From an optimization exercise on the open Yosys and OpenROAD flow, aimed at small area, a short achievable clock period and few clock cycles per item; shortcuts taken in it are not production practice. At most, simulation tests tie the RTL to the original design; equivalence was not proved. No functional check of the RTL was part of runs 1 and 2. Power and IR drop assume default switching activity.

## flow/design.v (module list and top-level ports; edited modules follow where they fit)
// module prime_finder: 229 lines
// module prime_rom: 2441 lines
module prime_finder(
	input              clk,
	input              rst,
	input              start,
	input      [15:0]  n,
	output             done,
	output             is_prime,
	output     [15:0]  prime
);
  // ...
==> flow/run.sh <==
#!/bin/bash
# synth_recipe.tcl (not shown) runs the flow's synth.tcl, then flattens the netlist and writes it again
# the make line also repeats each setting of config.mk as NAME=value (left out here)
make -C /OpenROAD-flow-scripts/flow DESIGN_CONFIG=/design/flow/config.mk WORK_HOME=/design/flow/orfs CLKGATE_MAP_FILE= SYNTH_SCRIPT=/design/flow/synth_recipe.tcl finish
==> flow/config.mk <==
export PLATFORM = sky130hd
export DESIGN_NAME = prime_finder
export DESIGN_NICKNAME = prime_finder
export VERILOG_FILES = /design/flow/design.v
export SDC_FILE = /design/flow/constraint.sdc
export NUM_CORES = 4
export LEC_CHECK = 0
export CAP_MARGIN = 20
export CORE_MARGIN = 2
export CORE_UTILIZATION = 20
export PLACE_DENSITY = 0.45
export SLEW_MARGIN = 20
==> flow/constraint.sdc <==
create_clock -name core_clock -period 8.0 [get_ports {clk}]
set_input_delay 1.6000 -clock core_clock [delete_from_list [all_inputs] [get_ports {clk}]]
set_output_delay 1.6000 -clock core_clock [all_outputs]
set_load 0.01 [all_outputs]
==> results.yml, run 1 <==
status:
  status: "did not finish"
  lastStage: "global routing (5_1_grt)"
  error_line: "[ERROR GRT-0116] Global routing finished with congestion. Check the congestion regions in the DRC Viewer."
placed_design:
  dpl.hpwl_mm: 365
  place.gp.congestion: 1.35
  placedCellCount: 6981
  io_buffers: 36
synth:
  ys_seq_elements: 38
  synth-compound-area-share_pct: 47.7
  ys_warn_count: 1
  synth_area_leaders: "a21oi_1 (7.3%), o21ai_0 (6.3%), nand2_1 (3.9%)"
  synth_cell_types: 127
  yosysTopAreaCell: "a21oi_1"
  synth-xor-area-share_pct: 2.10
  synth_top_family_by_area: "compound AO/OA/AOI/OAI gates"
  synthMuxAreaShare_pct: 2.04
  synth_edf_count: 19
  ys_top_cells_by_count: "a21oi_1 (349), o21ai_0 (301), nand2_1 (248)"
  synth_cells: 3659
  synthAdderAreaFrac_pct: 4.05
  yosysSeqAreaShare_pct: 3.95
  synth.most_common_cell: "a21oi_1"
  synth-simple-area-share_pct: 28.7
  synth_fp_nets: 3754
floorplanning:
  floorplan.initialDensity_pct: 20.1
  rows: 127
  fp.dieW_um: 351
  io_pins: 37
global_route:
  grt_overflow: 2289
  grt_pass1_vias: 56600
  grt_max_degree: 46
  grt_util_met3_pct: 73.9
  grtUsageMet2_pct: 90.9
  busiest_layer: "met2"
clock_tree:
  cts_sinks: 38
  cts_root_buf: "clkbuf_16"
  cts_resized: 165
  post_cts_buffers: 7
  cts_hold_buf: 0
  htreeDepth: 2
  cts_made_buffers: 5
==> inputs of run 2 (changes only) <==
--- a/flow/config.mk
+++ b/flow/config.mk
@@ -7,6 +7,6 @@
 export LEC_CHECK = 0
 export CAP_MARGIN = 20
 export CORE_MARGIN = 2
-export CORE_UTILIZATION = 20
-export PLACE_DENSITY = 0.45
+export CORE_UTILIZATION = 30
+export PLACE_DENSITY = 0.55
 export SLEW_MARGIN = 20
==> results.yml, run 2 <==
clock_tree:
  cts_sinks: 38
  cts_buffer_depth: 2
  cts_root_buf: "clkbuf_16"
  cts_made_buffers: 5
  cts_hold_buf: 0
  htreeDepth: 2
floorplanning:
  chipHeight_um: 287
  floorplan.initialDensity_pct: 30.4
  fp.dieW_um: 287
  io_pins: 37
  rows: 103
placed_design:
  dpl.hpwl_mm: 277
  place.gp.congestion: 1.55
  io_buffers: 36
  place_area_um2: 36500
synth:
  synth_area_leaders: "a21oi_1 (7.3%), o21ai_0 (6.3%), nand2_1 (3.9%)"
  synth_area_um2: 24100
  synth_ff_type: "edfxtp_1"
  ys_warn_count: 1
  ys_seq_elements: 38
  yosysSeqAreaShare_pct: 3.95
  synthArstFlopShare_pct: 0
  synth_edf_count: 19
  synth_cells: 3659
  synth_top_area_share_pct: 7.26
  synth_fp_nets: 3754
  synth.most_common_cell: "a21oi_1"
  ys_top_cells_by_count: "a21oi_1 (349), o21ai_0 (301), nand2_1 (248)"
  yosysTopAreaCell: "a21oi_1"
  synth_cell_types: 127
  postSynthAreaPerCell_um2: 6.58
global_route:
  grtUsageTotal_pct: 87.3
  grt_overflow: 2266
  grt_pass1_vias: 50500
  grt_pass1_wl_mm: 492
  grt_max_degree: 59
status:
  status: "did not finish"
  lastStage: "global routing (5_1_grt)"
  error_line: "[ERROR GRT-0116] Global routing finished with congestion. Check the congestion regions in the DRC Viewer."
[run 2: cell counts after synthesis]
Identical to the previous run, type by type.
[run 2: worst max path at each step]
stage	start	end	slack (ps)	cells after the start
after CTS	A[6]	prime_q[15]	3	36
after floorplan	A[9]	prime_q[15]	630	39
after global placement	A[9]	prime_q[15]	-1400	36
after detailed placement	A[9]	prime_q[15]	-360	37
[run 2: cell families after synthesis]
group | share of synthesized area (%)
flops | 3.95
fa+ha+maj | 4.05
compound gates | 47.7
simple gates | 28.7
buf+inv | 11.4
xor+xnor | 2.10
mux | 2.04
[run 2: what timing repair did]
item                       in CTS
pin swaps                       2
resized for setup              28
setup endpoints to repair       4
cloned                          1
setup buffers                   6
[run 2: power groups by stage]
stage	clock network (mW)	registers, mW	logic, mW
2_1_floorplan	0	0.308	4.30
3_3_place_gp	0	0.335	10.2
4_1_cts	0.250	0.333	10.2
3_5_place_dp	0	0.336	10.1
[run 2: routing by layer]
metal | overflow | track usage, %
met1 | 92 | 85.8
met4 | 605 | 87.2
met5 | 10 | 62.8
met2 | 1465 | 101
met3 | 94 | 75.5
[run 2: per-stage QoR]
stage,cells,setup slack (ps),total power [mW]
after floorplan,3659,634,4.61
after global placement,5802,-1400,10.5
after detailed placement,5803,-360,10.4
after CTS,5818,2.87,10.8
==> module prime_finder, before the edit <==
module prime_finder(
	input              clk,
	input              rst,
	input              start,
	input      [15:0]  n,
	output             done,
	output             is_prime,
	output     [15:0]  prime
);
wire [12:0] h = n[15:3];
wire [17:0] ht = {5'd0, h} + {1'b0, h, 4'd0};                
wire [25:0] hu = {8'd0, ht} + {ht, 8'd0} + 26'd1023;    
wire [9:0]  a_c = hu[25:16];                             
wire [3:0]  r15 = h[3:0] + a_c[3:0];                     
wire [6:0]  m = {r15, n[2:0]};               
reg  [4:0]  p_c;    
reg         rc_c;   
always @(*) begin
	case (m)
		7'd0: begin p_c = 5'd0; rc_c = 1'b0; end
		7'd1: begin p_c = 5'd0; rc_c = 1'b1; end
		7'd2: begin p_c = 5'd1; rc_c = 1'b0; end
		7'd3: begin p_c = 5'd1; rc_c = 1'b0; end
		7'd4: begin p_c = 5'd1; rc_c = 1'b0; end
		7'd5: begin p_c = 5'd1; rc_c = 1'b0; end
		7'd6: begin p_c = 5'd1; rc_c = 1'b0; end
		7'd7: begin p_c = 5'd1; rc_c = 1'b1; end
		7'd8: begin p_c = 5'd2; rc_c = 1'b0; end
		7'd9: begin p_c = 5'd2; rc_c = 1'b0; end
		7'd10: begin p_c = 5'd2; rc_c = 1'b0; end
		7'd11: begin p_c = 5'd2; rc_c = 1'b1; end
		7'd12: begin p_c = 5'd3; rc_c = 1'b0; end
		7'd13: begin p_c = 5'd3; rc_c = 1'b1; end
		7'd14: begin p_c = 5'd4; rc_c = 1'b0; end
		7'd15: begin p_c = 5'd4; rc_c = 1'b0; end
		7'd16: begin p_c = 5'd4; rc_c = 1'b0; end
		7'd17: begin p_c = 5'd4; rc_c = 1'b1; end
		7'd18: begin p_c = 5'd5; rc_c = 1'b0; end
		7'd19: begin p_c = 5'd5; rc_c = 1'b1; end
		7'd20: begin p_c = 5'd6; rc_c = 1'b0; end
		7'd21: begin p_c = 5'd6; rc_c = 1'b0; end
		7'd22: begin p_c = 5'd6; rc_c = 1'b0; end
		7'd23: begin p_c = 5'd6; rc_c = 1'b1; end
		7'd24: begin p_c = 5'd7; rc_c = 1'b0; end
		7'd25: begin p_c = 5'd7; rc_c = 1'b0; end
		7'd26: begin p_c = 5'd7; rc_c = 1'b0; end
		7'd27: begin p_c = 5'd7; rc_c = 1'b0; end
		7'd28: begin p_c = 5'd7; rc_c = 1'b0; end
		7'd29: begin p_c = 5'd7; rc_c = 1'b1; end
		7'd30: begin p_c = 5'd8; rc_c = 1'b0; end
		7'd31: begin p_c = 5'd8; rc_c = 1'b1; end
		7'd32: begin p_c = 5'd9; rc_c = 1'b0; end
		7'd33: begin p_c = 5'd9; rc_c = 1'b0; end
		7'd34: begin p_c = 5'd9; rc_c = 1'b0; end
		7'd35: begin p_c = 5'd9; rc_c = 1'b0; end
		7'd36: begin p_c = 5'd9; rc_c = 1'b0; end
		7'd37: begin p_c = 5'd9; rc_c = 1'b1; end
		7'd38: begin p_c = 5'd10; rc_c = 1'b0; end
		7'd39: begin p_c = 5'd10; rc_c = 1'b0; end
		7'd40: begin p_c = 5'd10; rc_c = 1'b0; end
		7'd41: begin p_c = 5'd10; rc_c = 1'b1; end
		7'd42: begin p_c = 5'd11; rc_c = 1'b0; end
		7'd43: begin p_c = 5'd11; rc_c = 1'b1; end
		7'd44: begin p_c = 5'd12; rc_c = 1'b0; end
		7'd45: begin p_c = 5'd12; rc_c = 1'b0; end
		7'd46: begin p_c = 5'd12; rc_c = 1'b0; end
		7'd47: begin p_c = 5'd12; rc_c = 1'b1; end
		7'd48: begin p_c = 5'd13; rc_c = 1'b0; end
		7'd49: begin p_c = 5'd13; rc_c = 1'b1; end
		7'd50: begin p_c = 5'd14; rc_c = 1'b0; end
		7'd51: begin p_c = 5'd14; rc_c = 1'b0; end
		7'd52: begin p_c = 5'd14; rc_c = 1'b0; end
		7'd53: begin p_c = 5'd14; rc_c = 1'b1; end
		7'd54: begin p_c = 5'd15; rc_c = 1'b0; end
		7'd55: begin p_c = 5'd15; rc_c = 1'b0; end
		7'd56: begin p_c = 5'd15; rc_c = 1'b0; end
		7'd57: begin p_c = 5'd15; rc_c = 1'b0; end
		7'd58: begin p_c = 5'd15; rc_c = 1'b0; end
		7'd59: begin p_c = 5'd15; rc_c = 1'b1; end
		7'd60: begin p_c = 5'd16; rc_c = 1'b0; end
		7'd61: begin p_c = 5'd16; rc_c = 1'b1; end
		7'd62: begin p_c = 5'd17; rc_c = 1'b0; end
		7'd63: begin p_c = 5'd17; rc_c = 1'b0; end
		7'd64: begin p_c = 5'd17; rc_c = 1'b0; end
		7'd65: begin p_c = 5'd17; rc_c = 1'b0; end
		7'd66: begin p_c = 5'd17; rc_c = 1'b0; end
		7'd67: begin p_c = 5'd17; rc_c = 1'b1; end
		7'd68: begin p_c = 5'd18; rc_c = 1'b0; end
		7'd69: begin p_c = 5'd18; rc_c = 1'b0; end
		7'd70: begin p_c = 5'd18; rc_c = 1'b0; end
		7'd71: begin p_c = 5'd18; rc_c = 1'b1; end
		7'd72: begin p_c = 5'd19; rc_c = 1'b0; end
		7'd73: begin p_c = 5'd19; rc_c = 1'b1; end
		7'd74: begin p_c = 5'd20; rc_c = 1'b0; end
		7'd75: begin p_c = 5'd20; rc_c = 1'b0; end
		7'd76: begin p_c = 5'd20; rc_c = 1'b0; end
		7'd77: begin p_c = 5'd20; rc_c = 1'b1; end
		7'd78: begin p_c = 5'd21; rc_c = 1'b0; end
		7'd79: begin p_c = 5'd21; rc_c = 1'b1; end
		7'd80: begin p_c = 5'd22; rc_c = 1'b0; end
		7'd81: begin p_c = 5'd22; rc_c = 1'b0; end
		7'd82: begin p_c = 5'd22; rc_c = 1'b0; end
		7'd83: begin p_c = 5'd22; rc_c = 1'b1; end
		7'd84: begin p_c = 5'd23; rc_c = 1'b0; end
		7'd85: begin p_c = 5'd23; rc_c = 1'b0; end
		7'd86: begin p_c = 5'd23; rc_c = 1'b0; end
		7'd87: begin p_c = 5'd23; rc_c = 1'b0; end
		7'd88: begin p_c = 5'd23; rc_c = 1'b0; end
		7'd89: begin p_c = 5'd23; rc_c = 1'b1; end
		7'd90: begin p_c = 5'd24; rc_c = 1'b0; end
		7'd91: begin p_c = 5'd24; rc_c = 1'b1; end
		7'd92: begin p_c = 5'd25; rc_c = 1'b0; end
		7'd93: begin p_c = 5'd25; rc_c = 1'b0; end
		7'd94: begin p_c = 5'd25; rc_c = 1'b0; end
		7'd95: begin p_c = 5'd25; rc_c = 1'b0; end
		7'd96: begin p_c = 5'd25; rc_c = 1'b0; end
		7'd97: begin p_c = 5'd25; rc_c = 1'b1; end
		7'd98: begin p_c = 5'd26; rc_c = 1'b0; end
		7'd99: begin p_c = 5'd26; rc_c = 1'b0; end
		7'd100: begin p_c = 5'd26; rc_c = 1'b0; end
		7'd101: begin p_c = 5'd26; rc_c = 1'b1; end
		7'd102: begin p_c = 5'd27; rc_c = 1'b0; end
		7'd103: begin p_c = 5'd27; rc_c = 1'b1; end
		7'd104: begin p_c = 5'd28; rc_c = 1'b0; end
		7'd105: begin p_c = 5'd28; rc_c = 1'b0; end
		7'd106: begin p_c = 5'd28; rc_c = 1'b0; end
		7'd107: begin p_c = 5'd28; rc_c = 1'b1; end
		7'd108: begin p_c = 5'd29; rc_c = 1'b0; end
		7'd109: begin p_c = 5'd29; rc_c = 1'b1; end
		7'd110: begin p_c = 5'd30; rc_c = 1'b0; end
		7'd111: begin p_c = 5'd30; rc_c = 1'b0; end
		7'd112: begin p_c = 5'd30; rc_c = 1'b0; end
		7'd113: begin p_c = 5'd30; rc_c = 1'b1; end
		7'd114: begin p_c = 5'd31; rc_c = 1'b0; end
		7'd115: begin p_c = 5'd31; rc_c = 1'b0; end
		7'd116: begin p_c = 5'd31; rc_c = 1'b0; end
		7'd117: begin p_c = 5'd31; rc_c = 1'b0; end
		7'd118: begin p_c = 5'd31; rc_c = 1'b0; end
		7'd119: begin p_c = 5'd31; rc_c = 1'b1; end
		default: begin p_c = 5'd0; rc_c = 1'b0; end
	endcase
end
wire       n_small = (n < 16'd6);
wire       n_wrap  = (n > 16'd65521);
wire [1:0] sp_c  = n_wrap ? 2'd1 : !n_small ? 2'd0 : (n <= 16'd2) ? 2'd1 : (n == 16'd3) ? 2'd2 : 2'd3;
wire       spp_c = (n == 16'd2) | (n == 16'd3) | (n == 16'd5);
reg [9:0]  A;
reg [4:0]  p;
reg        rc;
reg [1:0]  sp;
reg        spp;
reg        busy;
reg        done_q, isp_q;
reg [15:0] prime_q;
wire [9:0] ra = A;
wire [31:0] v;
prime_rom rom(.a(ra), .d(v));
wire [31:0] vm = v & ({32{1'b1}} << p);    
function [5:0] ffs32(input [31:0] x);
	integer i;
	begin
		ffs32 = 6'd0;
		for (i = 31; i >= 0; i = i - 1)
			if (x[i]) ffs32 = {1'b1, i[4:0]};
	end
endfunction
wire [5:0] f = ffs32(vm);
wire       found = f[5] | (sp != 2'd0);
reg  [6:0] c;                                
always @(*) begin
	case (f[4:0])
		5'd0: c = 7'd1;
		5'd1: c = 7'd7;
		5'd2: c = 7'd11;
		5'd3: c = 7'd13;
		5'd4: c = 7'd17;
		5'd5: c = 7'd19;
		5'd6: c = 7'd23;
		5'd7: c = 7'd29;
		5'd8: c = 7'd31;
		5'd9: c = 7'd37;
		5'd10: c = 7'd41;
		5'd11: c = 7'd43;
		5'd12: c = 7'd47;
		5'd13: c = 7'd49;
		5'd14: c = 7'd53;
		5'd15: c = 7'd59;
		5'd16: c = 7'd61;
		5'd17: c = 7'd67;
		5'd18: c = 7'd71;
		5'd19: c = 7'd73;
		5'd20: c = 7'd77;
		5'd21: c = 7'd79;
		5'd22: c = 7'd83;
		5'd23: c = 7'd89;
		5'd24: c = 7'd91;
		5'd25: c = 7'd97;
		5'd26: c = 7'd101;
		5'd27: c = 7'd103;
		5'd28: c = 7'd107;
		5'd29: c = 7'd109;
		5'd30: c = 7'd113;
		5'd31: c = 7'd119;
	endcase
end
wire [13:0] hi = {A, c[6:3]} - {4'd0, A};   
wire [15:0] prime_c = (sp == 2'd0) ? {hi[12:0], c[2:0]} : (sp == 2'd1) ? 16'd2 : (sp == 2'd2) ? 16'd3 : 16'd5;
wire        isp_c = (sp == 2'd0) ? (rc & (f[4:0] == p)) : spp;
always @(posedge clk) begin
	if (start) begin
		A   <= a_c;
		p   <= p_c;
		rc  <= rc_c;
		sp  <= sp_c;
		spp <= spp_c;
	end else if (busy & ~found) begin    
		A   <= A + 10'd1;
		p   <= 5'd0;
		rc  <= 1'b0;
	end
	busy    <= ~rst & (start | (busy & ~found));
	done_q  <= ~rst & ~start & (done_q | (busy & found));
	prime_q <= prime_c;
	isp_q   <= isp_c;
end
assign done = done_q;
assign is_prime = isp_q;
assign prime = prime_q;
endmodule
==> inputs of run 3 (changes only) <==
--- a/flow/design.v
+++ b/flow/design.v
@@ -7,139 +7,24 @@
 	output             is_prime,
 	output     [15:0]  prime
 );
-wire [12:0] h = n[15:3];
-wire [17:0] ht = {5'd0, h} + {1'b0, h, 4'd0};                
-wire [25:0] hu = {8'd0, ht} + {ht, 8'd0} + 26'd1023;    
-wire [9:0]  a_c = hu[25:16];                             
-wire [3:0]  r15 = h[3:0] + a_c[3:0];                     
-wire [6:0]  m = {r15, n[2:0]};               
-reg  [4:0]  p_c;    
-reg         rc_c;   
-always @(*) begin
-	case (m)
-		7'd0: begin p_c = 5'd0; rc_c = 1'b0; end
-		7'd1: begin p_c = 5'd0; rc_c = 1'b1; end
-		7'd2: begin p_c = 5'd1; rc_c = 1'b0; end
-		7'd3: begin p_c = 5'd1; rc_c = 1'b0; end
-		7'd4: begin p_c = 5'd1; rc_c = 1'b0; end
-		7'd5: begin p_c = 5'd1; rc_c = 1'b0; end
-		7'd6: begin p_c = 5'd1; rc_c = 1'b0; end
-		7'd7: begin p_c = 5'd1; rc_c = 1'b1; end
-		7'd8: begin p_c = 5'd2; rc_c = 1'b0; end
-		7'd9: begin p_c = 5'd2; rc_c = 1'b0; end
-		7'd10: begin p_c = 5'd2; rc_c = 1'b0; end
-		7'd11: begin p_c = 5'd2; rc_c = 1'b1; end
-		7'd12: begin p_c = 5'd3; rc_c = 1'b0; end
-		7'd13: begin p_c = 5'd3; rc_c = 1'b1; end
-		7'd14: begin p_c = 5'd4; rc_c = 1'b0; end
-		7'd15: begin p_c = 5'd4; rc_c = 1'b0; end
-		7'd16: begin p_c = 5'd4; rc_c = 1'b0; end
-		7'd17: begin p_c = 5'd4; rc_c = 1'b1; end
-		7'd18: begin p_c = 5'd5; rc_c = 1'b0; end
-		7'd19: begin p_c = 5'd5; rc_c = 1'b1; end
-		7'd20: begin p_c = 5'd6; rc_c = 1'b0; end
-		7'd21: begin p_c = 5'd6; rc_c = 1'b0; end
-		7'd22: begin p_c = 5'd6; rc_c = 1'b0; end
-		7'd23: begin p_c = 5'd6; rc_c = 1'b1; end
-		7'd24: begin p_c = 5'd7; rc_c = 1'b0; end
-		7'd25: begin p_c = 5'd7; rc_c = 1'b0; end
-		7'd26: begin p_c = 5'd7; rc_c = 1'b0; end
-		7'd27: begin p_c = 5'd7; rc_c = 1'b0; end
-		7'd28: begin p_c = 5'd7; rc_c = 1'b0; end
-		7'd29: begin p_c = 5'd7; rc_c = 1'b1; end
-		7'd30: begin p_c = 5'd8; rc_c = 1'b0; end
-		7'd31: begin p_c = 5'd8; rc_c = 1'b1; end
-		7'd32: begin p_c = 5'd9; rc_c = 1'b0; end
-		7'd33: begin p_c = 5'd9; rc_c = 1'b0; end
-		7'd34: begin p_c = 5'd9; rc_c = 1'b0; end
-		7'd35: begin p_c = 5'd9; rc_c = 1'b0; end
-		7'd36: begin p_c = 5'd9; rc_c = 1'b0; end
-		7'd37: begin p_c = 5'd9; rc_c = 1'b1; end
-		7'd38: begin p_c = 5'd10; rc_c = 1'b0; end
-		7'd39: begin p_c = 5'd10; rc_c = 1'b0; end
-		7'd40: begin p_c = 5'd10; rc_c = 1'b0; end
-		7'd41: begin p_c = 5'd10; rc_c = 1'b1; end
-		7'd42: begin p_c = 5'd11; rc_c = 1'b0; end
-		7'd43: begin p_c = 5'd11; rc_c = 1'b1; end
-		7'd44: begin p_c = 5'd12; rc_c = 1'b0; end
-		7'd45: begin p_c = 5'd12; rc_c = 1'b0; end
-		7'd46: begin p_c = 5'd12; rc_c = 1'b0; end
-		7'd47: begin p_c = 5'd12; rc_c = 1'b1; end
-		7'd48: begin p_c = 5'd13; rc_c = 1'b0; end
-		7'd49: begin p_c = 5'd13; rc_c = 1'b1; end
-		7'd50: begin p_c = 5'd14; rc_c = 1'b0; end
-		7'd51: begin p_c = 5'd14; rc_c = 1'b0; end
-		7'd52: begin p_c = 5'd14; rc_c = 1'b0; end
-		7'd53: begin p_c = 5'd14; rc_c = 1'b1; end
-		7'd54: begin p_c = 5'd15; rc_c = 1'b0; end
-		7'd55: begin p_c = 5'd15; rc_c = 1'b0; end
-		7'd56: begin p_c = 5'd15; rc_c = 1'b0; end
-		7'd57: begin p_c = 5'd15; rc_c = 1'b0; end
-		7'd58: begin p_c = 5'd15; rc_c = 1'b0; end
-		7'd59: begin p_c = 5'd15; rc_c = 1'b1; end
-		7'd60: begin p_c = 5'd16; rc_c = 1'b0; end
-		7'd61: begin p_c = 5'd16; rc_c = 1'b1; end
-		7'd62: begin p_c = 5'd17; rc_c = 1'b0; end
-		7'd63: begin p_c = 5'd17; rc_c = 1'b0; end
-		7'd64: begin p_c = 5'd17; rc_c = 1'b0; end
-		7'd65: begin p_c = 5'd17; rc_c = 1'b0; end
-		7'd66: begin p_c = 5'd17; rc_c = 1'b0; end
-		7'd67: begin p_c = 5'd17; rc_c = 1'b1; end
-		7'd68: begin p_c = 5'd18; rc_c = 1'b0; end
-		7'd69: begin p_c = 5'd18; rc_c = 1'b0; end
-		7'd70: begin p_c = 5'd18; rc_c = 1'b0; end
-		7'd71: begin p_c = 5'd18; rc_c = 1'b1; end
-		7'd72: begin p_c = 5'd19; rc_c = 1'b0; end
-		7'd73: begin p_c = 5'd19; rc_c = 1'b1; end
-		7'd74: begin p_c = 5'd20; rc_c = 1'b0; end
-		7'd75: begin p_c = 5'd20; rc_c = 1'b0; end
-		7'd76: begin p_c = 5'd20; rc_c = 1'b0; end
-		7'd77: begin p_c = 5'd20; rc_c = 1'b1; end
-		7'd78: begin p_c = 5'd21; rc_c = 1'b0; end
-		7'd79: begin p_c = 5'd21; rc_c = 1'b1; end
-		7'd80: begin p_c = 5'd22; rc_c = 1'b0; end
-		7'd81: begin p_c = 5'd22; rc_c = 1'b0; end
-		7'd82: begin p_c = 5'd22; rc_c = 1'b0; end
-		7'd83: begin p_c = 5'd22; rc_c = 1'b1; end
-		7'd84: begin p_c = 5'd23; rc_c = 1'b0; end
-		7'd85: begin p_c = 5'd23; rc_c = 1'b0; end
-		7'd86: begin p_c = 5'd23; rc_c = 1'b0; end
-		7'd87: begin p_c = 5'd23; rc_c = 1'b0; end
-		7'd88: begin p_c = 5'd23; rc_c = 1'b0; end
-		7'd89: begin p_c = 5'd23; rc_c = 1'b1; end
-		7'd90: begin p_c = 5'd24; rc_c = 1'b0; end
-		7'd91: begin p_c = 5'd24; rc_c = 1'b1; end
-		7'd92: begin p_c = 5'd25; rc_c = 1'b0; end
-		7'd93: begin p_c = 5'd25; rc_c = 1'b0; end
-		7'd94: begin p_c = 5'd25; rc_c = 1'b0; end
-		7'd95: begin p_c = 5'd25; rc_c = 1'b0; end
-		7'd96: begin p_c = 5'd25; rc_c = 1'b0; end
-		7'd97: begin p_c = 5'd25; rc_c = 1'b1; end
-		7'd98: begin p_c = 5'd26; rc_c = 1'b0; end
-		7'd99: begin p_c = 5'd26; rc_c = 1'b0; end
-		7'd100: begin p_c = 5'd26; rc_c = 1'b0; end
-		7'd101: begin p_c = 5'd26; rc_c = 1'b1; end
-		7'd102: begin p_c = 5'd27; rc_c = 1'b0; end
-		7'd103: begin p_c = 5'd27; rc_c = 1'b1; end
-		7'd104: begin p_c = 5'd28; rc_c = 1'b0; end
-		7'd105: begin p_c = 5'd28; rc_c = 1'b0; end
-		7'd106: begin p_c = 5'd28; rc_c = 1'b0; end
-		7'd107: begin p_c = 5'd28; rc_c = 1'b1; end
-		7'd108: begin p_c = 5'd29; rc_c = 1'b0; end
-		7'd109: begin p_c = 5'd29; rc_c = 1'b1; end
-		7'd110: begin p_c = 5'd30; rc_c = 1'b0; end
-		7'd111: begin p_c = 5'd30; rc_c = 1'b0; end
-		7'd112: begin p_c = 5'd30; rc_c = 1'b0; end
-		7'd113: begin p_c = 5'd30; rc_c = 1'b1; end
-		7'd114: begin p_c = 5'd31; rc_c = 1'b0; end
-		7'd115: begin p_c = 5'd31; rc_c = 1'b0; end
-		7'd116: begin p_c = 5'd31; rc_c = 1'b0; end
-		7'd117: begin p_c = 5'd31; rc_c = 1'b0; end
-		7'd118: begin p_c = 5'd31; rc_c = 1'b0; end
-		7'd119: begin p_c = 5'd31; rc_c = 1'b1; end
-		default: begin p_c = 5'd0; rc_c = 1'b0; end
-	endcase
-end
+wire       h3 = n[15];
+wire [3:0] h2 = n[14:11];
+wire [3:0] h1 = n[10:7];
+wire [3:0] h0 = n[6:3];
+wire [4:0] t01 = {1'b0, h0} + {1'b0, h1};
+wire [4:0] t23 = {1'b0, h2} + {4'd0, h3};
+wire [5:0] tt = {1'b0, t01} + {1'b0, t23};
+wire [1:0] tu;     
+wire [3:0] mh;     
+tab_t15 t_t15(.a(tt), .d({tu, mh}));
+wire [4:0] b21 = {1'b0, h2} + {1'b0, h1} + {4'd0, h3};
+wire [9:0] nb = {1'b0, h3, 3'd0, h3, 4'd0} + {2'd0, h2, 4'd0} + {5'd0, b21};    
+wire [2:0] alo = {1'b0, nb[1:0]} + {1'b0, tu};
+wire [7:0] abh = nb[9:2] + 8'd1;
+wire [9:0] a_c = {alo[2] ? abh : nb[9:2], alo[1:0]};     
+wire [4:0] p_c;    
+wire       rc_c;   
+tab_pos t_pos(.a({mh, n[2:0]}), .d({rc_c, p_c}));
 wire       n_small = (n < 16'd6);
 wire       n_wrap  = (n > 16'd65521);
 wire [1:0] sp_c  = n_wrap ? 2'd1 : !n_small ? 2'd0 : (n <= 16'd2) ? 2'd1 : (n == 16'd3) ? 2'd2 : 2'd3;
@@ -151,61 +36,41 @@
 reg        spp;
 reg        busy;
 reg        done_q, isp_q;
-reg [15:0] prime_q;
-wire [9:0] ra = A;
+reg [6:0]  c_q;      
 wire [31:0] v;
-prime_rom rom(.a(ra), .d(v));
+prime_rom rom(.a(A), .d(v));
 wire [31:0] vm = v & ({32{1'b1}} << p);    
-function [5:0] ffs32(input [31:0] x);
-	integer i;
-	begin
-		ffs32 = 6'd0;
-		for (i = 31; i >= 0; i = i - 1)
-			if (x[i]) ffs32 = {1'b1, i[4:0]};
+wire [15:0] e1a; wire [15:0] e1i;
+wire [7:0]  e2a; wire [15:0] e2i;
+wire [3:0]  e3a; wire [11:0] e3i;
+wire [1:0]  e4a; wire [7:0]  e4i;
+genvar g;
+generate
+	for (g = 0; g < 16; g = g + 1) begin : l1
+		assign e1a[g] = vm[2*g] | vm[2*g+1];
+		assign e1i[g] = ~vm[2*g];
 	end
-endfunction
-wire [5:0] f = ffs32(vm);
-wire       found = f[5] | (sp != 2'd0);
-reg  [6:0] c;                                
-always @(*) begin
-	case (f[4:0])
-		5'd0: c = 7'd1;
-		5'd1: c = 7'd7;
-		5'd2: c = 7'd11;
-		5'd3: c = 7'd13;
-		5'd4: c = 7'd17;
-		5'd5: c = 7'd19;
-		5'd6: c = 7'd23;
-		5'd7: c = 7'd29;
-		5'd8: c = 7'd31;
-		5'd9: c = 7'd37;
-		5'd10: c = 7'd41;
-		5'd11: c = 7'd43;
-		5'd12: c = 7'd47;
-		5'd13: c = 7'd49;
-		5'd14: c = 7'd53;
-		5'd15: c = 7'd59;
-		5'd16: c = 7'd61;
-		5'd17: c = 7'd67;
-		5'd18: c = 7'd71;
-		5'd19: c = 7'd73;
-		5'd20: c = 7'd77;
-		5'd21: c = 7'd79;
-		5'd22: c = 7'd83;
-		5'd23: c = 7'd89;
-		5'd24: c = 7'd91;
-		5'd25: c = 7'd97;
-		5'd26: c = 7'd101;
-		5'd27: c = 7'd103;
-		5'd28: c = 7'd107;
-		5'd29: c = 7'd109;
-		5'd30: c = 7'd113;
-		5'd31: c = 7'd119;
-	endcase
-end
-wire [13:0] hi = {A, c[6:3]} - {4'd0, A};   
-wire [15:0] prime_c = (sp == 2'd0) ? {hi[12:0], c[2:0]} : (sp == 2'd1) ? 16'd2 : (sp == 2'd2) ? 16'd3 : 16'd5;
-wire        isp_c = (sp == 2'd0) ? (rc & (f[4:0] == p)) : spp;
+	for (g = 0; g < 8; g = g + 1) begin : l2
+		assign e2a[g] = e1a[2*g] | e1a[2*g+1];
+		assign e2i[2*g+1:2*g] = e1a[2*g] ? {1'b0, e1i[2*g]} : {1'b1, e1i[2*g+1]};
+	end
+	for (g = 0; g < 4; g = g + 1) begin : l3
+		assign e3a[g] = e2a[2*g] | e2a[2*g+1];
+		assign e3i[3*g+2:3*g] = e2a[2*g] ? {1'b0, e2i[4*g+1:4*g]} : {1'b1, e2i[4*g+3:4*g+2]};
+	end
+	for (g = 0; g < 2; g = g + 1) begin : l4
+		assign e4a[g] = e3a[2*g] | e3a[2*g+1];
+		assign e4i[4*g+3:4*g] = e3a[2*g] ? {1'b0, e3i[6*g+2:6*g]} : {1'b1, e3i[6*g+5:6*g+3]};
+	end
+endgenerate
+wire       fany = e4a[0] | e4a[1];
+wire [4:0] fk = e4a[0] ? {1'b0, e4i[3:0]} : {1'b1, e4i[7:4]};
+wire       found = fany | (sp != 2'd0);
+wire [6:0] c;                                
+tab_off t_off(.a(fk), .d(c));
+wire        isp_c = (sp == 2'd0) ? (rc & fany & (fk == p)) : spp;
+wire [13:0] phi = {A, c_q[6:3]} - {4'd0, A};    
+wire [15:0] prime_o = (sp == 2'd0) ? {phi[12:0], c_q[2:0]} : (sp == 2'd1) ? 16'd2 : (sp == 2'd2) ? 16'd3 : 16'd5;
 always @(posedge clk) begin
 	if (start) begin
 		A   <= a_c;
@@ -220,12 +85,12 @@
 	end
 	busy    <= ~rst & (start | (busy & ~found));
 	done_q  <= ~rst & ~start & (done_q | (busy & found));
-	prime_q <= prime_c;
+	c_q     <= c;
 	isp_q   <= isp_c;
 end
 assign done = done_q;
 assign is_prime = isp_q;
-assign prime = prime_q;
+assign prime = prime_o;
 endmodule
 module prime_rom(input [9:0] a, output [31:0] d);
 wire r0 = a[9];
@@ -2668,3 +2533,214 @@
 assign d[30] = r2342;
 assign d[31] = r2406;
 endmodule
+module tab_t15(input [5:0] a, output [5:0] d);
+wire t0 = a[4];
+wire t1 = ~a[5];
+wire t2 = a[4] & t1;
+wire t3 = a[3] ? t2 : t0;
+wire t4 = a[2] ? t3 : t0;
+wire t5 = a[5];
+wire t6 = ~a[4] & t5;
+wire t7 = a[3] ? t6 : t0;
+wire t8 = a[2] ? t7 : t0;
+wire t9 = a[1] ? t8 : t4;
+wire t10 = ~a[4];
+wire t11 = a[4] ? t5 : t1;
+wire t12 = a[3] ? t11 : t10;
+wire t13 = a[2] ? t12 : t10;
+wire t14 = a[3] ? t0 : t10;
+wire t15 = a[2] ? t14 : t10;
+wire t16 = a[1] ? t15 : t13;
+wire t17 = a[0] ? t16 : t9;
+wire t18 = a[3] ? t6 : t5;
+wire t19 = a[2] ? t18 : t5;
+wire t20 = a[3] ? t11 : t1;
+wire t21 = a[2] ? t20 : t1;
+wire t22 = a[1] ? t21 : t19;
+wire t23 = a[4] ? t1 : t5;
+wire t24 = a[3] ? t2 : t23;
+wire t25 = a[2] ? t24 : t23;
+wire t26 = a[3] ? t5 : t11;
+wire t27 = a[2] ? t26 : t11;
+wire t28 = a[1] ? t27 : t25;
+wire t29 = a[0] ? t28 : t22;
+wire t30 = ~a[4] | t1;
+wire t31 = ~a[3] | t30;
+wire t32 = a[2] & t31;
+wire t33 = ~a[4] & t1;
+wire t34 = a[3] ? t33 : t1;
+wire t35 = a[2] ? t34 : t5;
+wire t36 = a[1] ? t35 : t32;
+wire t37 = a[4] & t5;
+wire t38 = a[3] ? t1 : t30;
+wire t39 = a[2] ? t38 : t37;
+wire t40 = a[4] | t5;
+wire t41 = ~a[3] & t33;
+wire t42 = a[2] ? t41 : t40;
+wire t43 = a[1] ? t42 : t39;
+wire t44 = a[0] ? t43 : t36;
+wire t45 = a[3];
+wire t46 = a[3] & t30;
+wire t47 = a[2] ? t46 : t45;
+wire t48 = a[3] ? t33 : t5;
+wire t49 = a[2] ? t48 : t45;
+wire t50 = a[1] ? t49 : t47;
+wire t51 = a[3] ? t1 : t37;
+wire t52 = a[2] ? t51 : t45;
+wire t53 = ~a[3] & t40;
+wire t54 = a[2] ? t53 : t45;
+wire t55 = a[1] ? t54 : t52;
+wire t56 = a[0] ? t55 : t50;
+wire t57 = a[3] ? t23 : t0;
+wire t58 = a[2] ? t57 : t0;
+wire t59 = a[3] ? t10 : t0;
+wire t60 = a[2] ? t59 : t0;
+wire t61 = a[1] ? t60 : t58;
+wire t62 = a[0] ? t61 : t9;
+wire t63 = a[3] ? t23 : t5;
+wire t64 = a[2] ? t63 : t5;
+wire t65 = a[1] ? t64 : t19;
+assign d[0] = t17;
+assign d[1] = t29;
+assign d[2] = t44;
+assign d[3] = t56;
+assign d[4] = t62;
+assign d[5] = t65;
+endmodule
+module tab_pos(input [6:0] a, output [5:0] d);
+wire p0 = a[6];
+wire p1 = a[5] | p0;
+wire p2 = ~a[6];
+wire p3 = a[5] & p2;
+wire p4 = a[4] ? p3 : p1;
+wire p5 = ~a[5] & p0;
+wire p6 = ~a[5] | p2;
+wire p7 = a[4] ? p6 : p5;
+wire p8 = a[3] ? p7 : p4;
+wire p9 = a[4] ? p0 : p2;
+wire p10 = a[5] ? p0 : p2;
+wire p11 = ~a[5];
+wire p12 = a[4] ? p11 : p10;
+wire p13 = a[3] ? p12 : p9;
+wire p14 = a[2] ? p13 : p8;
+wire p15 = a[4] ? p10 : p6;
+wire p16 = a[4] ? p2 : p3;
+wire p17 = a[3] ? p16 : p15;
+wire p18 = a[4] ? p1 : p10;
+wire p19 = a[5] ? p2 : p0;
+wire p20 = a[4] ? p19 : p5;
+wire p21 = a[3] ? p20 : p18;
+wire p22 = a[2] ? p21 : p17;
+wire p23 = a[1] ? p22 : p14;
+wire p24 = a[4] & p0;
+wire p25 = a[3] ? p6 : p24;
+wire p26 = a[4] | p0;
+wire p27 = ~a[5] & p2;
+wire p28 = a[3] ? p27 : p26;
+wire p29 = a[2] ? p28 : p25;
+wire p30 = a[5] & p0;
+wire p31 = a[4] ? p1 : p30;
+wire p32 = a[3] ? p2 : p31;
+wire p33 = a[4] | p1;
+wire p34 = ~a[4] & p30;
+wire p35 = a[3] ? p34 : p33;
+wire p36 = a[2] ? p35 : p32;
+wire p37 = a[1] ? p36 : p29;
+wire p38 = a[4];
+wire p39 = a[4] ? p6 : p30;
+wire p40 = a[3] ? p39 : p38;
+wire p41 = a[4] ? p27 : p1;
+wire p42 = a[3] ? p41 : p38;
+wire p43 = a[2] ? p42 : p40;
+wire p44 = a[4] ? p2 : p0;
+wire p45 = a[3] ? p44 : p38;
+wire p46 = ~a[4];
+wire p47 = a[3] ? p46 : p38;
+wire p48 = a[2] ? p47 : p45;
+wire p49 = a[1] ? p48 : p43;
+wire p50 = a[5];
+wire p51 = a[4] ? p3 : p50;
+wire p52 = a[3] ? p51 : p50;
+wire p53 = a[4] ? p5 : p50;
+wire p54 = a[3] ? p53 : p50;
+wire p55 = a[2] ? p54 : p52;
+wire p56 = a[4] ? p19 : p50;
+wire p57 = a[3] ? p56 : p50;
+wire p58 = a[4] ? p11 : p50;
+wire p59 = a[3] ? p58 : p50;
+wire p60 = a[2] ? p59 : p57;
+wire p61 = a[1] ? p60 : p55;
+wire p62 = a[4] ? p5 : p0;
+wire p63 = a[3] ? p62 : p0;
+wire p64 = a[4] ? p19 : p0;
+wire p65 = a[3] ? p64 : p0;
+wire p66 = a[2] ? p65 : p63;
+wire p67 = a[5] | p2;
+wire p68 = a[4] ? p67 : p10;
+wire p69 = a[4] ? p5 : p19;
+wire p70 = a[3] ? p69 : p68;
+wire p71 = ~a[5] | p0;
+wire p72 = a[4] ? p2 : p71;
+wire p73 = a[3] ? p72 : p51;
+wire p74 = a[2] ? p73 : p70;
+wire p75 = a[4] ? p11 : p5;
+wire p76 = a[4] ? p19 : p67;
+wire p77 = a[3] ? p76 : p75;
+wire p78 = a[4] ? p10 : p71;
+wire p79 = a[4] ? p27 : p19;
+wire p80 = a[3] ? p79 : p78;
+wire p81 = a[2] ? p80 : p77;
+wire p82 = a[1] ? p81 : p74;
+wire p83 = a[0] & p82;
+assign d[0] = p23;
+assign d[1] = p37;
+assign d[2] = p49;
+assign d[3] = p61;
+assign d[4] = p66;
+assign d[5] = p83;
+endmodule
+module tab_off(input [4:0] a, output [6:0] d);
+wire c0 = a[3];
+wire c1 = ~a[3];
+wire c2 = a[1] ? c1 : c0;
+wire c3 = a[1] ? c0 : c1;
+wire c4 = a[0] ? c3 : c2;
+wire c5 = a[4];
+wire c6 = ~a[4];
+wire c7 = a[3] ? c6 : c5;
+wire c8 = a[2] ? c6 : c5;
+wire c9 = a[1] ? c8 : c7;
+wire c10 = a[2] ? c5 : c6;
+wire c11 = a[3] ? c5 : c6;
+wire c12 = a[1] ? c11 : c10;
+wire c13 = a[0] ? c12 : c9;
+wire c14 = a[3] | c5;
+wire c15 = ~a[2] & c6;
+wire c16 = a[1] ? c15 : c14;
+wire c17 = a[2] & c5;
+wire c18 = ~a[3] | c6;
+wire c19 = a[1] ? c18 : c17;
+wire c20 = a[0] ? c19 : c16;
+wire c21 = ~a[3] & c6;
+wire c22 = a[2] ? c21 : c14;
+wire c23 = a[2];
+wire c24 = a[1] ? c23 : c22;
+wire c25 = a[2] & c6;
+wire c26 = a[1] ? c23 : c25;
+wire c27 = a[0] ? c26 : c24;
+wire c28 = ~a[3] & c5;
+wire c29 = a[2] ? c0 : c28;
+wire c30 = a[1] ? c0 : c29;
+wire c31 = a[0] ? c0 : c30;
+wire c32 = a[3] & c5;
+wire c33 = a[2] ? c5 : c32;
+wire c34 = a[1] ? c5 : c33;
+wire c35 = a[0] ? c5 : c34;
+assign d[0] = 1'b1;
+assign d[1] = c4;
+assign d[2] = c13;
+assign d[3] = c20;
+assign d[4] = c27;
+assign d[5] = c31;
+assign d[6] = c35;
+endmodule
--- a/flow/config.mk
+++ b/flow/config.mk
@@ -5,8 +5,9 @@
 export SDC_FILE = /design/flow/constraint.sdc
 export NUM_CORES = 4
 export LEC_CHECK = 0
+export ABC_AREA = 1
 export CAP_MARGIN = 20
 export CORE_MARGIN = 2
 export CORE_UTILIZATION = 30
-export PLACE_DENSITY = 0.55
+export PLACE_DENSITY = 0.6
 export SLEW_MARGIN = 20
==> results.yml, run 3 <==
clock_tree:
  cts_made_buffers: 3
  htreeDepth: 1
  post_cts_buffers: 0
  cts_buffer_depth: 2
  cts_hold_buf: 0
  cts_resized: 0
  cts_root_buf: "clkbuf_16"
  cts_sinks: 28
floorplanning:
  floorplan.initialDensity_pct: 30.2
  rows: 95
  fp.dieW_um: 264
  chipHeight_um: 264
  io_pins: 37
placed_design:
  io_buffers: 36
  place_area_um2: 21900
  place.gp.congestion: 1.43
  dpl.hpwl_mm: 195
synth:
  synth_fp_nets: 4324
  synth_cells: 4246
  synth_cell_types: 59
  ys_seq_elements: 28
  postSynthAreaPerCell_um2: 4.77
  synth.most_common_cell: "nand2_1"
  synth_top_area_share_pct: 26.7
  ys_warn_count: 1
  synth_ff_type: "edfxtp_1"
  synth_area_leaders: "nand2_1 (27%), nand3_1 (26%), nor2_1 (8.3%)"
  synthArstFlopShare_pct: 0
  synth_edf_count: 19
  yosysTopAreaCell: "nand2_1"
  synth_area_um2: 20300
  yosysSeqAreaShare_pct: 3.71
  ys_top_cells_by_count: "nand2_1 (1439), nand3_1 (1065), nor2_1 (449)"
global_route:
  grt_pass1_wl_mm: 409
  grt_overflow: 398
  grtUsageTotal_pct: 83.8
  grt_pass1_vias: 40700
  grt_max_degree: 153
status:
  lastStage: "global routing (5_1_grt)"
  error_line: "[ERROR GRT-0116] Global routing finished with congestion. Check the congestion regions in the DRC Viewer."
  status: "did not finish"
run 3: changes by cell type after synthesis, sizes merged, moves of 78 or more:
cell / change
a21oi: -133
a31oi: -116
buf: -104
clkbuf: -110
inv: +248
nand2: +1243
nand3: +919
nor2: +252
nor3: -78
o21ai: -207
run 3: worst max path at each step:
stage / start / to / slack [ps] / cells after the start
after detailed placement: n[3] / A[8] / 1100 / 23
after CTS: n[3] / A[8] / 1420 / 23
after global placement: n[3] / A[8] / 1160 / 23
after floorplan: n[3] / A[8] / 2290 / 22
run 3: power by group through the flow:
stage	Sequential, mW	Combinational, mW	Clock, mW
after global placement	0.266	6.08	0
after CTS	0.264	6.00	0.153
after detailed placement	0.266	5.98	0
after floorplan	0.225	3.30	0
run 3: metrics by stage:
stage / setup WS, ps / power, mW / instances / util (%)
floorplan: 2290 / 3.52 / 4246 / -
global placement: 1160 / 6.35 / 5070 / 32.7
detailed placement: 1100 / 6.24 / 5070 / 32.7
CTS: 1420 / 6.42 / 5074 / 32.8
run 3: cell families after synthesis:
group,synth area share (%)
compound gates,11.5
xor+xnor,0.519
fa+ha+maj,3.98
buf+inv,12.1
flops,3.71
simple gates,68.3
run 3: metal layers:
metal | overflow | GRT usage [%]
met5 | 4 | 58.0
met4 | 126 | 77.9
met3 | 51 | 77.7
met2 | 189 | 92.2
met1 | 28 | 85.1
Testbench counts of run 3, summed over its fixed seeds: cycles 153, items 72.
==> inputs of run 4 (changes only) <==
--- a/flow/config.mk
+++ b/flow/config.mk
@@ -8,6 +8,8 @@
 export ABC_AREA = 1
 export CAP_MARGIN = 20
 export CORE_MARGIN = 2
-export CORE_UTILIZATION = 30
-export PLACE_DENSITY = 0.6
+export CORE_UTILIZATION = 15
+export GPL_ROUTABILITY_DRIVEN = 1
+export PLACE_DENSITY = 0.22
+export SETUP_SLACK_MARGIN = 3.0
 export SLEW_MARGIN = 20
==> results.yml, run 4 <==
cells_and_area:
  reg.largest.list: "A x10, c_q x6, p x5"
  largest_reg_flops: 10
  nets: 4500
  final_common_cell: "nand2_1"
  final_cell_mix: "nand2_1 (1325), nand3_1 (1002), nor2_1 (339), buf_4 (313), inv_1 (228)"
  nFillCells: 16000
  drive_above_1_share_pct: 21.9
  area_growth_pct: 38.8
  finish.instance_area_um2: 28100
  largest_register: "A"
timing:
  fin_crit_ps: 5330
  drv_slew: 0
  worst_pin_slew_ps: 1260
  max_freq_mhz: 187
  holdWs_ps: 485
  setup_viol: 0
  fin_crit_sh_pct: 66.7
  tns_ps: 0
  final-hold-violation-count: 0
  max_slew_margin_pct: 15.9
  rsz0062_at_grt: "true"
  skew_ps: 12.4
global_route:
  grt_pass1_wl_mm: 404
  grtUsageTotal_pct: 45.7
  grt_max_degree: 123
  grt_overflow: 0
  antenna_found_initial: 50
  grt_pass1_vias: 35000
floorplanning:
  floorplan.initialDensity_pct: 15.1
  io_pins: 37
  chipHeight_um: 371
  fp.dieW_um: 371
  core_area_um2: 134000
  rows: 134
  dieArea_um2: 138000
synth:
  synthMuxAreaShare_pct: 0
  synth_fp_nets: 4324
  synth_ff_type: "edfxtp_1"
  yosysTopAreaCell: "nand2_1"
  synth.most_common_cell: "nand2_1"
  synth_top_family_by_area: "simple AND/OR/NAND/NOR gates"
  synth-xor-area-share_pct: 0.519
  synth_cell_types: 59
  synth_top_area_share_pct: 26.7
  yosysSeqAreaShare_pct: 3.71
  synth_area_leaders: "nand2_1 (27%), nand3_1 (26%), nor2_1 (8.3%)"
  synth-simple-area-share_pct: 68.3
  ys_warn_count: 1
  ys_top_cells_by_count: "nand2_1 (1439), nand3_1 (1065), nor2_1 (449)"
  synthArstFlopShare_pct: 0
  synth_area_um2: 20300
  synth-compound-area-share_pct: 11.5
  synthAdderAreaFrac_pct: 3.98
  postSynthAreaPerCell_um2: 4.77
  ys_seq_elements: 28
  synth_edf_count: 19
  synth_cells: 4246
setup_path:
  path_buf_inv: 9
  endpoint_kind: "register"
  reg2reg_depth: 24
  r2r_start: "A[8]"
  cp_cell_sequence: "buf_8 -> fa_1 -> ha_2 -> inv_2 -> fa_2 -> o21ai_2 -> xor2_2 -> inv_2 -> ha_4 -> o21ai_2 -> o21ai_2 -> o21ai_1 -> inv_1 -> ha_2 -> inv_2 -> fa_2 -> nor3_2 -> inv_1 -> buf_4 -> buf_6 -> buf_6 -> a32o_2"
  worstPathArrival_ps: 5400
  required_ps: 8060
  cp-start-kind: "primary input"
  critPathTopFamily: "adder cells"
  r2r_end: "c_q[2]"
  crit_slowest_cell: "fa_1"
  reg2reg_slack_ps: 2910
  path_max_fanout: 4
  slowest_delay_ps: 530
  critPathKind: "in2reg"
hold_path:
  min-delay-start: "spp"
  hold_class: "reg2reg"
  holdPathStages: 2
  min_to: "isp_q"
drt:
  drc: 0
  ant_nets: 0
  vias_per_cell: 6.28
  wire_per_inst_um: 52.0
  dr.pass1.iters: 7
  wirelength_mm: 325
  via_count: 39200
  first_iter_violations: 7263
clock_tree:
  clk_latency_ps: 300
  cts_root_buf: "clkbuf_16"
  cts_hold_buf: 0
  cts_buffer_depth: 2
  cts_made_buffers: 3
  clk_pin_slew_ps: 100
  htreeDepth: 1
  cts_sinks: 28
  cts_tree: "yes"
placed_design:
  io_buffers: 36
  dpl.hpwl_mm: 248
  place.gp.congestion: 1.20
  place_area_um2: 23300
power_and_ir_drop:
  power_leakage_nw: 13.8
  totalPowerFinal_mw: 8.69
  powerDensity_nw_per_um2: 309
  ir_worst_vdd_v: 0.000123
flow_run:
  drv_cap: 0
status:
  status: "timing/DRC/antenna clean"
[run 4: repair_timing]
item | 4_1_cts | 5_1_grt
endpoints found under the setup margin | 48 | 43
gates resized for setup | 480 | 260
pin swaps | 70 | 54
buffers inserted | 124 | 63
gates cloned | 1 | 0
[run 4: tightest hold or removal path, stage by stage, from the launching register on]
cell and delay [ps]:
edfxtp_1 350, nand2_1 50, nand2_1 50
[run 4: layout make-up]
cell class	count	area, um^2	area share, %
multi-input cells	3654	19500	69.4
well taps	1768	2210	7.87
diodes	57	143	0.508
repair inverters	1	8.76	0.0312
repair buffers	428	3990	14.2
inverters	306	1400	5.00
flip-flops and latches	28	751	2.67
clock buffers	4	100	0.356
[run 4: kinds of logic after synthesis]
logic type	count (synthesis)
flip-flops	28
buffers and inverters	564
AO/OA/AOI/OAI	429
XOR/XNOR	12
adder cells (fa/ha/maj)	59
AND/OR/NAND/NOR	3154
[run 4: layer usage]
metal  up-vias  part of all wire (%)  global-route usage, %
li1      14500                     -                      -
met5         -                  0.14                  0.175
met3      1340                    14                   25.1
met2      4052                    37                   60.2
met1     19300                    37                   51.7
met4        34                    12                   41.7
[run 4: how the worst max path moves through the flow]
| stage | cells past startpoint | end | start | slack (ps) |
|---|---|---|---|---|
| 5_1_grt | 23 | A[8] | n[7] | 2460 |
| 2_1_floorplan | 22 | A[8] | n[3] | 2590 |
| 3_5_place_dp | 19 | p[2] | n[15] | 1330 |
| 6_report | 22 | A[4] | n[7] | 2670 |
| 4_1_cts | 23 | A[8] | n[7] | 2630 |
| 3_3_place_gp | 19 | p[2] | n[15] | 1220 |
[run 4: stage by stage]
stage,utilization [%],std cells,setup slack [ps]
finish,21.0,6246,2670
global route,20.9,6197,2460
CTS,19.7,6126,2630
detailed placement,17.4,5997,1330
global placement,17.4,5997,1220
floorplan,-,4246,2590
[run 4: where the power goes]
part           internal, mW  switching [mW]  leakage, nW
Clock                0.0882          0.0736       0.0497
Combinational          1.96            6.32         13.5
Sequential            0.204          0.0397        0.263
Total                  2.25            6.44         13.8
==> inputs of run 5 (changes only) <==
--- a/flow/config.mk
+++ b/flow/config.mk
@@ -11,5 +11,5 @@
 export CORE_UTILIZATION = 15
 export GPL_ROUTABILITY_DRIVEN = 1
 export PLACE_DENSITY = 0.22
-export SETUP_SLACK_MARGIN = 3.0
+export SETUP_SLACK_MARGIN = 5.0
 export SLEW_MARGIN = 20
==> results.yml, run 5 <==
placed_design:
  io_buffers: 36
  place_area_um2: 24100
  dpl.hpwl_mm: 268
  place.gp.congestion: 1.14
  pre_cts_ws_ps: 1320
setup_path:
  critPathKind: "in2reg"
  slowest_delay_ps: 530
  required_ps: 8070
  crit_slowest_cell: "fa_1"
  cp_cell_sequence: "buf_8 -> fa_1 -> ha_2 -> inv_2 -> fa_2 -> o21ai_2 -> xor2_2 -> inv_2 -> ha_4 -> o21ai_2 -> o21ai_2 -> o21ai_1 -> inv_1 -> ha_4 -> inv_2 -> fa_2 -> nor3_2 -> inv_1 -> buf_4 -> buf_4 -> buf_4 -> a32o_1"
  endpoint_kind: "register"
  cp-start-kind: "primary input"
  worstPathArrival_ps: 5430
  path_max_fanout: 3
flow_run:
  drv_cap: 0
cells_and_area:
  final_common_cell: "nand2_1"
  reg.largest.list: "A x10, c_q x6, p x5"
  largest_reg_flops: 10
  nFillCells: 15500
  final_cell_mix: "nand2_1 (1169), nand3_1 (920), buf_4 (439), nor2_1 (272), inv_1 (193)"
  finish.instance_area_um2: 34800
  largest_register: "A"
  area_growth_pct: 71.7
  nets: 4795
  drive_above_1_share_pct: 35.5
floorplanning:
  dieArea_um2: 138000
  core_area_um2: 134000
  fp.dieW_um: 371
  floorplan.initialDensity_pct: 15.1
  io_pins: 37
  chipHeight_um: 371
  rows: 134
synth:
  ys_warn_count: 1
  synth.most_common_cell: "nand2_1"
  synth_ff_type: "edfxtp_1"
  synth_area_um2: 20300
  ys_seq_elements: 28
  synth_cell_types: 59
  ys_top_cells_by_count: "nand2_1 (1439), nand3_1 (1065), nor2_1 (449)"
  synth_cells: 4246
  synthArstFlopShare_pct: 0
  synth_fp_nets: 4324
  yosysTopAreaCell: "nand2_1"
  synth_top_area_share_pct: 26.7
  synth_area_leaders: "nand2_1 (27%), nand3_1 (26%), nor2_1 (8.3%)"
  synth_edf_count: 19
  yosysSeqAreaShare_pct: 3.71
  postSynthAreaPerCell_um2: 4.77
power_and_ir_drop:
  power_leakage_nw: 16.5
  swShare_pct: 70.1
  power_switching_mw: 7.44
  pwr-share-comb_pct: 96.1
  clock_power_share_pct: 1.6
  intPower_mw: 3.18
  powerDensity_nw_per_um2: 305
  p_seq_share_pct: 2.3
  ir_worst_vdd_v: 0.000129
drt:
  wire_per_inst_um: 55.9
  ant_nets: 0
  first_iter_violations: 7377
  wirelength_mm: 365
  drc: 0
  vias_per_cell: 6.29
  dr.pass1.iters: 7
  via_count: 41000
timing:
  tns_ps: 0
  fin_crit_ps: 5350
  fin_crit_sh_pct: 66.9
  skew_ps: 18.4
  fin_ws_ps: 2650
  setup_viol: 0
  final-hold-violation-count: 0
  max_freq_mhz: 187
  worst_pin_slew_ps: 1060
  rsz0062_at_grt: "true"
  max_slew_margin_pct: 28.9
  drv_slew: 0
clock_tree:
  clk_latency_ps: 310
  cts_sinks: 28
  cts_buffer_depth: 2
  cts_root_buf: "clkbuf_16"
  cts_made_buffers: 3
  cts_tree: "yes"
  clk_pin_slew_ps: 100
  htreeDepth: 1
global_route:
  grt_pass1_wl_mm: 447
  grt_overflow: 0
  grt_pass1_vias: 37100
  grt_max_degree: 96
  antenna_found_initial: 67
  grtUsageTotal_pct: 51.2
hold_path:
  hold_class: "reg2reg"
status:
  status: "timing/DRC/antenna clean"
## run 5: cell counts after synthesis
Identical to the previous run, type by type.
## run 5: layout make-up
type                    count  area (um^2)  share of cell area [%]
clock buffers               4          100                   0.288
diodes                     41          103                   0.295
well taps                1768         2210                    6.36
multi-input cells        3655        22200                    63.7
repair buffers            717         7840                    22.5
flip-flops and latches     28          751                    2.16
inverters                 306         1550                    4.47
repair inverters            6         50.0                   0.144
## run 5: worst max-delay path, delay by kind of cell
kind	cells	cell delay (ps)
and+or+nand+nor	1	190
xor gates and xnor gates	1	220
AOI/OAI and AO/OA	5	680
buffers and inverters	9	810
adders and majority gates	6	1930
## run 5: logic make-up (layout without fill, tap and decap cells)
| group | after synthesis | after routing | share of synthesized area, % |
|---|---|---|---|
| buffers and inverters | 564 | 1033 | 12.1 |
| AOI/OAI and AO/OA | 429 | 429 | 11.5 |
| DFF | 28 | 28 | 3.71 |
| xor gates and xnor gates | 12 | 12 | 0.519 |
| adders and majority gates | 59 | 59 | 3.98 |
| other | 0 | 41 | 0 |
| and+or+nand+nor | 3154 | 3155 | 68.3 |
## run 5: worst paths after layout
kind	slack [ps]	end	startpoint	cells past startpoint
min	520	done_q	done_q	2
min reg2reg	520	done_q	done_q	2
max	2650	A[4]	n[7]	22
max reg2reg	3510	p[4]	A[7]	21
## run 5: power by group through the flow
stage	clock (mW)	sequential (mW)	combinational (mW)
floorplan	0	0.229	3.54
global placement	0	0.268	7.37
detailed placement	0	0.266	7.22
CTS	0.175	0.247	8.98
global route	0.173	0.253	10.1
finish	0.165	0.248	10.2
## run 5: timing repair
item                                    in CTS  in global routing
setup buffers                              365                 82
pin swaps                                  180                124
endpoints found under the setup margin      60                 60
gates resized for setup                   1165                300
hold buffers                                 0                  0
cloned                                      16                  1
## run 5: metal layers
metal  part of all wire, %  global-route usage [%]  wire length, um
met5                  0.12                    2.38              453
met4                    12                    49.4            42800
met3                    14                    27.7            51300
met2                    38                    68.6           139000
met1                    36                    56.2           131000
## run 5: per-stage QoR
| stage | cells | utilization, % | total power, mW | hold WS, ps |
|---|---|---|---|---|
| floorplan | 4246 | - | 3.77 | 412 |
| global placement | 6013 | 18.0 | 7.63 | 523 |
| detailed placement | 6015 | 18.0 | 7.49 | 508 |
| CTS | 6400 | 24.4 | 9.40 | 520 |
| global route | 6488 | 25.9 | 10.6 | 546 |
| finish | 6525 | 26.0 | 10.6 | 515 |
==> inputs of run 6 (changes only) <==
--- a/flow/config.mk
+++ b/flow/config.mk
@@ -11,5 +11,4 @@
 export CORE_UTILIZATION = 15
 export GPL_ROUTABILITY_DRIVEN = 1
 export PLACE_DENSITY = 0.22
-export SETUP_SLACK_MARGIN = 5.0
 export SLEW_MARGIN = 20
==> results.yml, run 6 <==
status:
  status: "timing/DRC/antenna clean"
drt:
  wire_per_inst_um: 57.0
  first_iter_violations: 7124
  dr.pass1.iters: 6
  ant_nets: 0
  drc: 0
  wirelength_mm: 349
  via_count: 38300
  vias_per_cell: 6.25
floorplanning:
  chipHeight_um: 371
  rows: 134
  dieArea_um2: 138000
  fp.dieW_um: 371
  core_area_um2: 134000
  floorplan.initialDensity_pct: 15.1
  io_pins: 37
setup_path:
  slowest_delay_ps: 900
  endpoint_kind: "register"
  critPathTopFamily: "simple AND/OR/NAND/NOR gates"
  critPathKind: "reg2reg"
  required_ps: 8190
  worstPathArrival_ps: 7060
  path_max_fanout: 12
  crit_slowest_cell: "inv_1"
  cp-start-kind: "register"
  path_buf_inv: 5
  crit_path_frequent_cell: "nand2_1"
cells_and_area:
  nets: 4391
  area_growth_pct: 19.8
  finish.instance_area_um2: 24300
  drive_above_1_share_pct: 10.7
  final_cell_mix: "nand2_1 (1435), nand3_1 (1065), nor2_1 (426), inv_1 (272), buf_4 (270)"
  nFillCells: 16400
  reg.largest.list: "A x10, c_q x6, p x5"
  largest_register: "A"
  largest_reg_flops: 10
  final_common_cell: "nand2_1"
  layout.cells.non_filler: 6130
clock_tree:
  cts_root_buf: "clkbuf_16"
  post_cts_buffers: 0
  cts_hold_buf: 0
  cts_tree: "yes"
  htreeDepth: 1
  cts_buffer_depth: 2
  clk_latency_ps: 310
  cts_sinks: 28
  cts_made_buffers: 3
  cts_resized: 0
  clk_pin_slew_ps: 100
power_and_ir_drop:
  power_switching_mw: 6.29
  ir_worst_vdd_v: 0.000166
  totalPowerFinal_mw: 8.13
  powerDensity_nw_per_um2: 335
  clock_power_share_pct: 2.0
  swShare_pct: 77.3
  power_leakage_nw: 12.6
  pwr-share-comb_pct: 94.8
  intPower_mw: 1.85
  p_seq_share_pct: 3.1
placed_design:
  place.gp.congestion: 1.16
  dpl.hpwl_mm: 273
  io_buffers: 36
  placedCellCount: 6073
  place_area_um2: 23900
synth:
  synth_cells: 4246
  ys_seq_elements: 28
  synth_edf_count: 19
  synthArstFlopShare_pct: 0
  synth.most_common_cell: "nand2_1"
  synth_top_area_share_pct: 26.7
  synth_cell_types: 59
  synth_area_leaders: "nand2_1 (27%), nand3_1 (26%), nor2_1 (8.3%)"
  synth_area_um2: 20300
  yosysTopAreaCell: "nand2_1"
  postSynthAreaPerCell_um2: 4.77
  synth_fp_nets: 4324
  synth_ff_type: "edfxtp_1"
  ys_top_cells_by_count: "nand2_1 (1439), nand3_1 (1065), nor2_1 (449)"
  yosysSeqAreaShare_pct: 3.71
  ys_warn_count: 1
timing:
  max_freq_mhz: 146
  max_slew_margin_pct: 11.8
  holdWs_ps: 509
  tns_ps: 0
  worst_pin_slew_ps: 1320
  fin_crit_ps: 6870
  fin_crit_sh_pct: 85.9
  final-hold-violation-count: 0
  rsz0062_at_grt: "false"
  drv_slew: 0
  skew_ps: 15.7
  setup_viol: 0
global_route:
  grt_pass1_vias: 34700
  grtUsageTotal_pct: 49.4
  grt_max_degree: 104
  grt_overflow: 0
  antenna_found_initial: 75
  grt_pass1_wl_mm: 429
hold_path:
  hold_class: "reg2reg"
flow_run:
  drv_cap: 0
[run 6: cells by family (layout without fill, tap and decap cells)]
logic type | Yosys count | in the layout | share of synthesized area (%)
AO/OA/AOI/OAI | 429 | 429 | 11.5
XOR/XNOR | 12 | 12 | 0.519
adder cells (fa/ha/maj) | 59 | 59 | 3.98
buffers and inverters | 564 | 630 | 12.1
flip-flops | 28 | 28 | 3.71
other | 0 | 50 | 0
AND/OR/NAND/NOR | 3154 | 3154 | 68.3
[run 6: worst paths after layout]
path,startpoint,endpoint,slack [ps],cells past startpoint
max,A[8],c_q[2],1130,27
max reg2reg,A[8],c_q[2],1130,27
min reg2reg,spp,isp_q,510,2
min,spp,isp_q,510,2
[run 6: layout make-up]
| type | instances | area, um^2 | share of cell area, % |
|---|---|---|---|
| diodes | 50 | 125 | 0.516 |
| clock buffers | 4 | 100 | 0.413 |
| inverters | 306 | 1180 | 4.87 |
| multi-input cells | 3654 | 17200 | 71.0 |
| flip-flops and latches | 28 | 751 | 3.09 |
| well taps | 1768 | 2210 | 9.12 |
| repair buffers | 320 | 2670 | 11.0 |
[run 6: layer usage]
layer  up-vias  global-route usage (%)  part of all wire, %
met5         -                       0                0.079
met4        34                    46.1                   12
met3      1226                    22.8                   12
met2      3789                    67.5                   39
met1     19000                    56.2                   37
li1      14300                       -                    -
[run 6: through the flow]
step	worst slack (ps)	util, %
floorplan	2290	-
global placement	833	17.9
detailed placement	995	17.9
CTS	1360	18.0
global route	827	18.1
finish	1130	18.1
[run 6: worst min-delay path, delay by kind of cell, from the launching register on]
kind          cells  cell delay (ps)
flops             1              350
simple gates      2              110
[run 6: power groups by stage]
| stage | Clock (mW) | Combinational, mW | Sequential [mW] |
|---|---|---|---|
| 6_report | 0.165 | 7.71 | 0.254 |
| 5_1_grt | 0.171 | 7.66 | 0.258 |
| 4_1_cts | 0.171 | 7.11 | 0.256 |
| 3_5_place_dp | 0 | 7.08 | 0.258 |
| 3_3_place_gp | 0 | 7.22 | 0.261 |
| 2_1_floorplan | 0 | 3.30 | 0.225 |

[static timing again, ports no longer ideal]
How much do the figures lean on ideal ports? The routed layouts below were timed once more, with nothing changed but the port constraints. Step 1 assumes that a clkbuf_16 drives the clock port and a buf_2 every other input. Step 2, shift: input delay + t, output delay - t, t = (earliest + latest rising clock arrival at the registers) / 2. This alone moves slack from input paths to output paths. Three values: ideal ports, drivers, drivers and shift; two values: the first two.
run | t, ns | setup WS [ns] | worst setup path after step 2
run 4 | 0.350 | 2.665 / 2.676 / 2.326 | input to register
run 5 | 0.351 | 2.647 / 2.655 / 2.305 | input to register
run 6 | 0.349 | 1.131 / 1.131 / 1.078 | input to register
After both steps setup and hold are still met in every run listed. For run 5, which loses most, drivers alone change the setup slack by +0.008 ns; drivers and shift together by -0.342 ns.
